From an optimization exercise on the open Yosys and OpenROAD flow, aimed at small area and a short achievable clock period; shortcuts taken in it are not production practice. Where RTL was checked, it was by simulation tests only, not by an equivalence proof against the original.

// systolic_array_os
module systolic_array_os #(
    DATA_WIDTH = 16,
    ACC_WIDTH = 64
    )(
    input logic clk,
    input logic rstn,
    input logic acc_en,
    input logic signed [DATA_WIDTH-1:0] data_0_i,
    input logic signed [DATA_WIDTH-1:0] data_1_i,
    input logic signed [DATA_WIDTH-1:0] data_2_i,
    input logic signed [DATA_WIDTH-1:0] data_3_i,
    input logic signed [DATA_WIDTH-1:0] weight_0_i,
    input logic signed [DATA_WIDTH-1:0] weight_1_i,
    input logic signed [DATA_WIDTH-1:0] weight_2_i,
    input logic signed [DATA_WIDTH-1:0] weight_3_i,
    output logic signed [ACC_WIDTH-1:0] acc_res_pe0_o,
    output logic signed [ACC_WIDTH-1:0] acc_res_pe1_o,
    output logic signed [ACC_WIDTH-1:0] acc_res_pe2_o,
    output logic signed [ACC_WIDTH-1:0] acc_res_pe3_o,
    output logic signed [ACC_WIDTH-1:0] acc_res_pe4_o,
    output logic signed [ACC_WIDTH-1:0] acc_res_pe5_o,
    output logic signed [ACC_WIDTH-1:0] acc_res_pe6_o,
    output logic signed [ACC_WIDTH-1:0] acc_res_pe7_o,
    output logic signed [ACC_WIDTH-1:0] acc_res_pe8_o,
    output logic signed [ACC_WIDTH-1:0] acc_res_pe9_o,
    output logic signed [ACC_WIDTH-1:0] acc_res_pe10_o,
    output logic signed [ACC_WIDTH-1:0] acc_res_pe11_o,
    output logic signed [ACC_WIDTH-1:0] acc_res_pe12_o,
    output logic signed [ACC_WIDTH-1:0] acc_res_pe13_o,
    output logic signed [ACC_WIDTH-1:0] acc_res_pe14_o,
    output logic signed [ACC_WIDTH-1:0] acc_res_pe15_o
    );
clock: 10.0 ns
lec_check: 0
cap_margin: 20
core_margin: 2
core_utilization: 40
setup_slack_margin: 4.0
slew_margin: 20
standard.sh (not shown) runs the stock make flow with config.mk's settings and CLKGATE_MAP_FILE= SYNTH_SCRIPT=/design/flow/synth_recipe.tcl, a recipe that flattens the netlist after the stock synthesis.
==> flow/flow/run.sh <==
#!/bin/bash
# Layout flow: the standard flow (standard.sh) with these changes.
#  1. Synthesis skips the quick ABC pass inside Yosys's "synth" command
#     (synth -noabc). That pass remaps the full adders the RTL spells out gate
#     by gate; without it extract_fa finds them as written.
#  3. Every input and output port still gets its own buffer, but a plain
#     buffer cell (BUF_CELL) rather than the delay buffer buffer_ports picks
#     by itself; timing repair resizes them as needed.
# Each tool's output goes to synth.log and layout.log here (and ORFS's own
# logs under orfs/logs).
set -euo pipefail
BUF_CELL=sky130_fd_sc_hd__buf_1
HERE=$PWD
cp flow/abc.script abc.script
{
  echo 'proc synth {args} { yosys synth -nofsm -noshare -noabc {*}$args }'
  echo 'proc abc {args} {'
  echo '  set i [lsearch -exact $args -script]'
  echo "  if {\$i >= 0} { set args [lreplace \$args \$i [expr {\$i+1}] -script $HERE/abc.script] }"
  echo '  yosys abc {*}$args'
  echo '}'
  tail -n +2 synth_recipe.tcl
} > my_synth.tcl
head -1 synth_recipe.tcl | grep -q 'proc synth'
sed "s#SYNTH_SCRIPT=[^ ]*#SYNTH_SCRIPT=$HERE/my_synth.tcl#" standard.sh > my_standard.sh
grep -q 'my_synth.tcl' my_standard.sh
bash my_standard.sh synth > synth.log 2>&1
export BUFFER_PORTS_ARGS="-buffer_cell $BUF_CELL"
bash standard.sh > layout.log 2>&1
==> flow/flow/abc.script <==
strash
dch
map -D 1500
topo
stime -c
buffer -c
upsize -c
dnsize -c
==> next run, changes <==
- SETUP_SLACK_MARGIN: 4.0 -> 4.5
After rerunning:
- The new run ran to the end with no violations
- synthesized area does not change
- worst setup slack improves by 0.15 ns
- register-to-register slack improved by 0.13 ns
- sequential cell count is unchanged

========
Setup of exp/xenon:
systolic_array_os, a different RTL version from the one above (not shown whole).
For scale: ~17000 cells after synthesis, about 1500 flip-flops.
clock: 10.0 ns
lec_check: 0
cap_margin: 20
core_margin: 2
core_utilization: 40
setup_slack_margin: 4.0
slew_margin: 20
==> flow/flow/run.sh <==
#!/bin/bash
# Layout flow: the standard flow (standard.sh) with these changes.
#  1. Synthesis maps the RTL's one-bit adder modules (fa_x, ha_x) straight
#     onto the library's full and half adder cells (fa_map.v), before Yosys's
#     "synth" runs, and skips the quick ABC pass inside "synth" (-noabc).
#     The compressor trees then come out exactly as the RTL writes them, and
#     extract_fa only looks for further full adders (-fa): the half adders
#     are all written out, and the ones it would find are parts of other
#     logic that it could only build with inverters around them.
#  3. Every input and output port still gets its own buffer, but a plain
#     buffer cell (BUF_CELL) rather than the delay buffer buffer_ports picks
#     by itself; timing repair resizes them as needed.
# Each tool's output goes to synth.log and layout.log here (and ORFS's own
# logs under orfs/logs).
set -euo pipefail
BUF_CELL=sky130_fd_sc_hd__buf_1
HERE=$PWD
cp flow/abc.script abc.script
cp flow/fa_map.v fa_map.v
{
  echo 'proc synth {args} {'
  echo '  if {[lsearch -exact $args ":fine"] >= 0 && ![info exists ::adders_mapped]} {'
  echo '    set ::adders_mapped 1'
  echo "    yosys techmap -map $HERE/fa_map.v"
  echo '  }'
  echo '  yosys synth -nofsm -noshare -noabc {*}$args'
  echo '}'
  echo 'proc extract_fa {args} { yosys extract_fa -fa {*}$args }'
  echo 'proc abc {args} {'
  echo '  set i [lsearch -exact $args -script]'
  echo "  if {\$i >= 0} { set args [lreplace \$args \$i [expr {\$i+1}] -script $HERE/abc.script] }"
  echo '  yosys abc {*}$args'
  echo '}'
  tail -n +2 synth_recipe.tcl
} > my_synth.tcl
head -1 synth_recipe.tcl | grep -q 'proc synth'
sed "s#SYNTH_SCRIPT=[^ ]*#SYNTH_SCRIPT=$HERE/my_synth.tcl#" standard.sh > my_standard.sh
grep -q 'my_synth.tcl' my_standard.sh
bash my_standard.sh synth > synth.log 2>&1
export BUFFER_PORTS_ARGS="-buffer_cell $BUF_CELL"
bash standard.sh > layout.log 2>&1
==> flow/flow/fa_map.v <==
// Maps the RTL's one-bit adders (fa_x, ha_x) onto the library's adder cells.
module fa_x (input a, input b, input c, output s, output co);
  sky130_fd_sc_hd__fa_1 _TECHMAP_REPLACE_ (.A(a), .B(b), .CIN(c), .SUM(s), .COUT(co));
endmodule

module ha_x (input a, input b, output s, output co);
  sky130_fd_sc_hd__ha_1 _TECHMAP_REPLACE_ (.A(a), .B(b), .SUM(s), .COUT(co));
endmodule
Scripts as last shown in full above: flow/flow/abc.script
exp/xenon: full flow OK, the timing, design-rule and antenna checks passed
The inputs of exp/garnet differ from those of exp/xenon as listed below.
# exp/xenon
export LEC_CHECK = 0
export CAP_MARGIN = 20
export CORE_MARGIN = 2
export CORE_UTILIZATION = 40
export SETUP_SLACK_MARGIN = 4.0
export SLEW_MARGIN = 20
create_clock -name core_clock -period 10.0 [get_ports {clk}]
# exp/garnet
export LEC_CHECK = 0
export CAP_MARGIN = 20
export CORE_MARGIN = 2
export CORE_UTILIZATION = 40
export CTS_BUF_LIST = sky130_fd_sc_hd__clkbuf_4 sky130_fd_sc_hd__clkbuf_8
export SETUP_SLACK_MARGIN = 4.0
export SLEW_MARGIN = 20
create_clock -name core_clock -period 10.0 [get_ports {clk}]
Notes after the runs:
Relative to exp/xenon, final cell count without fillers has gone up in exp/garnet. Going from exp/xenon to exp/garnet, normalized max-slew margin has decreased; routed wire length has increased; area of the multi-input gates has remained practically unchanged. In summary, exp/xenon completed successfully, with a layout that passed the timing, design-rule and antenna checks. exp/garnet finished end to end and its layout was clean on timing, DRC and antenna. Clock distribution area overhead in the final layout across exp/garnet and exp/xenon: no real change. Delta (exp/garnet minus exp/xenon): number of global-route vias before repair higher; met3 usage roughly the same; count of cells along the worst register-to-register path higher; net count of the finished layout higher.
Inputs modified between exp/garnet and exp/onyx:
# exp/garnet
export LEC_CHECK = 0
export CAP_MARGIN = 20
export CORE_MARGIN = 2
export CORE_UTILIZATION = 40
export CTS_BUF_LIST = sky130_fd_sc_hd__clkbuf_4 sky130_fd_sc_hd__clkbuf_8
export SETUP_SLACK_MARGIN = 4.0
export SLEW_MARGIN = 20
create_clock -name core_clock -period 10.0 [get_ports {clk}]
# exp/onyx
export LEC_CHECK = 0
export CAP_MARGIN = 20
export CORE_MARGIN = 2
export CORE_UTILIZATION = 40
export CTS_CLUSTER_DIAMETER = 120
export CTS_CLUSTER_SIZE = 24
export SETUP_SLACK_MARGIN = 4.0
export SLEW_MARGIN = 20
create_clock -name core_clock -period 10.0 [get_ports {clk}]
--- outcome ---
Higher final wirelength was reported by exp/garnet, not exp/onyx. Changes observed in exp/onyx relative to exp/garnet: layout clock buffer count shrank by 332, total routing resource utilization after global routing shrank by 0.28 points, worst setup slack grew by 0.058 ns.
Function was not checked in any run of this note: the RTL went through the layout flow alone.

==> static timing again, ports no longer ideal <==
In the flow no input, the clock included, has a driving cell. The finished layouts below were timed again as built, in two steps. Step 1, drivers: a clkbuf_16 drives clk and a buf_2 each remaining input, both assumed. Step 2 adds t to the input delays and takes it off the output delays; t is the mean of the earliest and latest rising clock arrival at the registers after step 1. Input paths then give back, and output paths get back, about the clock's delay inside the block. Three values: ideal ports, drivers, drivers and shift; two values: the first two.
run | t (ns) | slack for setup (ns) | clock arrival spread, ns | worst slew at a driven data input, ns | pins driven straight from the clock port
the first run of note 1 | 1.026 | 4.134 / 4.050 / 3.110 | 0.075 / 0.075 | 0.24 | 1
the second run of note 1 | 1.066 | 4.281 / 4.227 / 3.474 | 0.140 / 0.139 | 0.21 | 1
exp/xenon | 1.050 | 4.175 / 4.058 / 3.282 | 0.095 / 0.095 | 0.22 | 1
exp/garnet | 1.211 | 4.095 / 3.986 / 3.075 | 0.077 / 0.077 | 0.25 | 1
exp/onyx | 1.023 | 4.153 / 4.037 / 3.314 | 0.103 / 0.103 | 0.21 | 1
After both steps every run listed still meets setup and hold. For the first run of note 1, which loses most, drivers alone change the setup slack by -0.084 ns; drivers and shift together by -1.024 ns.
